Context: an optimization exercise on an open-source flow, tuned for small area, a short achievable clock period and few clock cycles. The choices shown serve that exercise and are no tape-out recipe. Only simulation tests tie the RTL to the original design; equivalence was not proved. No activity file was given, so power comes from the tool's default toggle rates.

## main
## pipeline
module pipeline (
  input  logic        CLK, nRST,
  output logic        halt,
  input  logic [1:0]  ramstate,
  input  logic [31:0] ramload,
  output logic [31:0] memaddr,
  output logic        memREN,
  output logic        memWEN,
  output logic [31:0] memstore
);
  logic [31:2] npc;        
  logic [31:0] ir;
  logic        dv;         
  logic        dph;        
  logic [4:0]  raddr;      
  logic [31:1] rse;        
  logic [15:2] daddr;      
  logic        dm;         
  logic [4:0]  lrt;        
  logic        halt_r;
  logic        ev;
  logic [4:0]  ewsel;
  logic [31:0] a, b;       
  logic [4:0]  sa;         
  logic        e_sub, e_left;
  logic        e_sum, e_slt, e_sltu, e_and, e_or, e_xor, e_nor, e_sh, e_b;
  logic [31:0] rf [1:31];
  logic [31:1] rvalid;
  logic [5:0]  op, fn;
  logic [4:0]  rs, rt, rd;
  logic [15:0] imm;
  assign op  = ir[31:26];
  assign fn  = ir[5:0];
  assign rs  = ir[25:21];
  assign rt  = ir[20:16];
  assign rd  = ir[15:11];
  assign imm = ir[15:0];
  logic is_r, is_jr, is_jal, is_beq, is_bne, is_br, is_immop, is_lui,
        is_lw, is_sw, is_halt, r_alu;
  logic f_add, f_sub, f_and, f_or, f_xor, f_nor, f_slt, f_sltu, f_sll, f_srl;
  always_comb begin
    is_r     = (op == 6'b000000);
    is_jr    = is_r && (fn == 6'b001000);
    is_jal   = (op == 6'b000011);
    is_beq   = (op == 6'b000100);
    is_bne   = (op == 6'b000101);
    is_br    = is_beq || is_bne;
    is_immop = (op[5:3] == 3'b001);           
    is_lui   = (op == 6'b001111);
    is_lw    = (op == 6'b100011);
    is_sw    = (op == 6'b101011);
    is_halt  = (op == 6'b111111);
    if (is_r) begin
      f_add  = (fn[5:1] == 5'b10000);
      f_sub  = (fn[5:1] == 5'b10001);
      f_and  = (fn == 6'b100100);
      f_or   = (fn == 6'b100101);
      f_xor  = (fn == 6'b100110);
      f_nor  = (fn == 6'b100111);
      f_slt  = (fn == 6'b101010);
      f_sltu = (fn == 6'b101011);
      f_sll  = (fn == 6'b000100);
      f_srl  = (fn == 6'b000110);
    end else begin
      f_add  = is_immop && (op[2:1] == 2'b00);
      f_sub  = 1'b0;
      f_and  = is_immop && (op[2:0] == 3'b100);
      f_or   = is_immop && (op[2:0] == 3'b101);
      f_xor  = is_immop && (op[2:0] == 3'b110);
      f_nor  = 1'b0;
      f_slt  = is_immop && (op[2:0] == 3'b010);
      f_sltu = is_immop && (op[2:0] == 3'b011);
  ...
For scale: roughly 4200 cells after synthesis, ~1200 flip-flops, about 100 I/O pins, roughly 55000 um^2 of cells after synthesis.
==> flow/config.mk <==
export PLATFORM = sky130hd
export DESIGN_NAME = pipeline
export DESIGN_NICKNAME = pipeline
export VERILOG_FILES = /design/flow/design.v
export SDC_FILE = /design/flow/constraint.sdc
export NUM_CORES = 4
export LEC_CHECK = 0
export CAP_MARGIN = 50
export CORE_MARGIN = 2
export CORE_UTILIZATION = 65
export CTS_CLUSTER_DIAMETER = 90
export CTS_CLUSTER_SIZE = 25
export PLACE_DENSITY = 0.8
export SETUP_SLACK_MARGIN = 5
export SLEW_MARGIN = 70
==> flow/constraint.sdc <==
create_clock -name core_clock -period 12.0 [get_ports {CLK}]
set_input_delay 2.4000 -clock core_clock [delete_from_list [all_inputs] [get_ports {CLK}]]
set_output_delay 2.4000 -clock core_clock [all_outputs]
set_load 0.01 [all_outputs]
run.sh (not shown) runs the stock make flow with config.mk's settings and CLKGATE_MAP_FILE= SYNTH_SCRIPT=/design/flow/synth_recipe.tcl, a recipe that flattens the netlist after the stock synthesis.
Testbench counts of main, summed over its fixed seeds: cycles 104,983.
The following lists how the feature branch was set up differently from main:
- PLACE_DENSITY: 0.8 -> 0.7
- CTS_CLUSTER_SIZE: 25 -> 20
- CORE_UTILIZATION: 65 -> 55
- CTS_CLUSTER_DIAMETER: 90 -> 80
Findings:
On via count, the higher figure sits with main, not the feature branch.
Diff the feature branch and main: clock share of power lower in main
Looking at power across the feature branch and main, the one that comes out higher is the feature branch.
Overall track demand over capacity in global routing: lower on the feature branch
On final cycle utilization of the critical path, the feature branch tracks main almost exactly.
Relative to main, the minimum period implied by the final worst setup slack of the feature branch is lower by 0.0039 ns.
Of the two values seen for origin of the worst setup path, rse[5] was produced by main and rse[29] by the feature branch.

## port drivers added, routing unchanged
In the flow no input, the clock included, has a driving cell. The finished layouts below were timed again as built, in two steps.
Step 1 (the two cells are an assumption about what drives the block):
set clk [get_ports {CLK}]
set_driving_cell -lib_cell sky130_fd_sc_hd__clkbuf_16 $clk
set_driving_cell -lib_cell sky130_fd_sc_hd__buf_2 [delete_from_list [all_inputs] $clk]
Step 2, shift: input delay + t, output delay - t, t = (earliest + latest rising clock arrival at the registers) / 2. This alone moves slack from input paths to output paths.
Slacks: no drivers / after step 1 / after step 2; pairs: no drivers / after step 1.
run | t (ns) | slack for setup (ns) | slew at the worst register clock pin (ns) | worst data-port slew with drivers (ns)
main | 0.765 | 6.868 / 6.868 / 6.398 | 0.11 / 0.11 | 0.05
the feature branch | 0.757 | 6.872 / 6.872 / 6.512 | 0.09 / 0.09 | 0.04
After both steps every run listed still meets setup and hold. For main, which loses most, drivers alone change the setup slack by 0.000 ns; drivers and shift together by -0.470 ns.
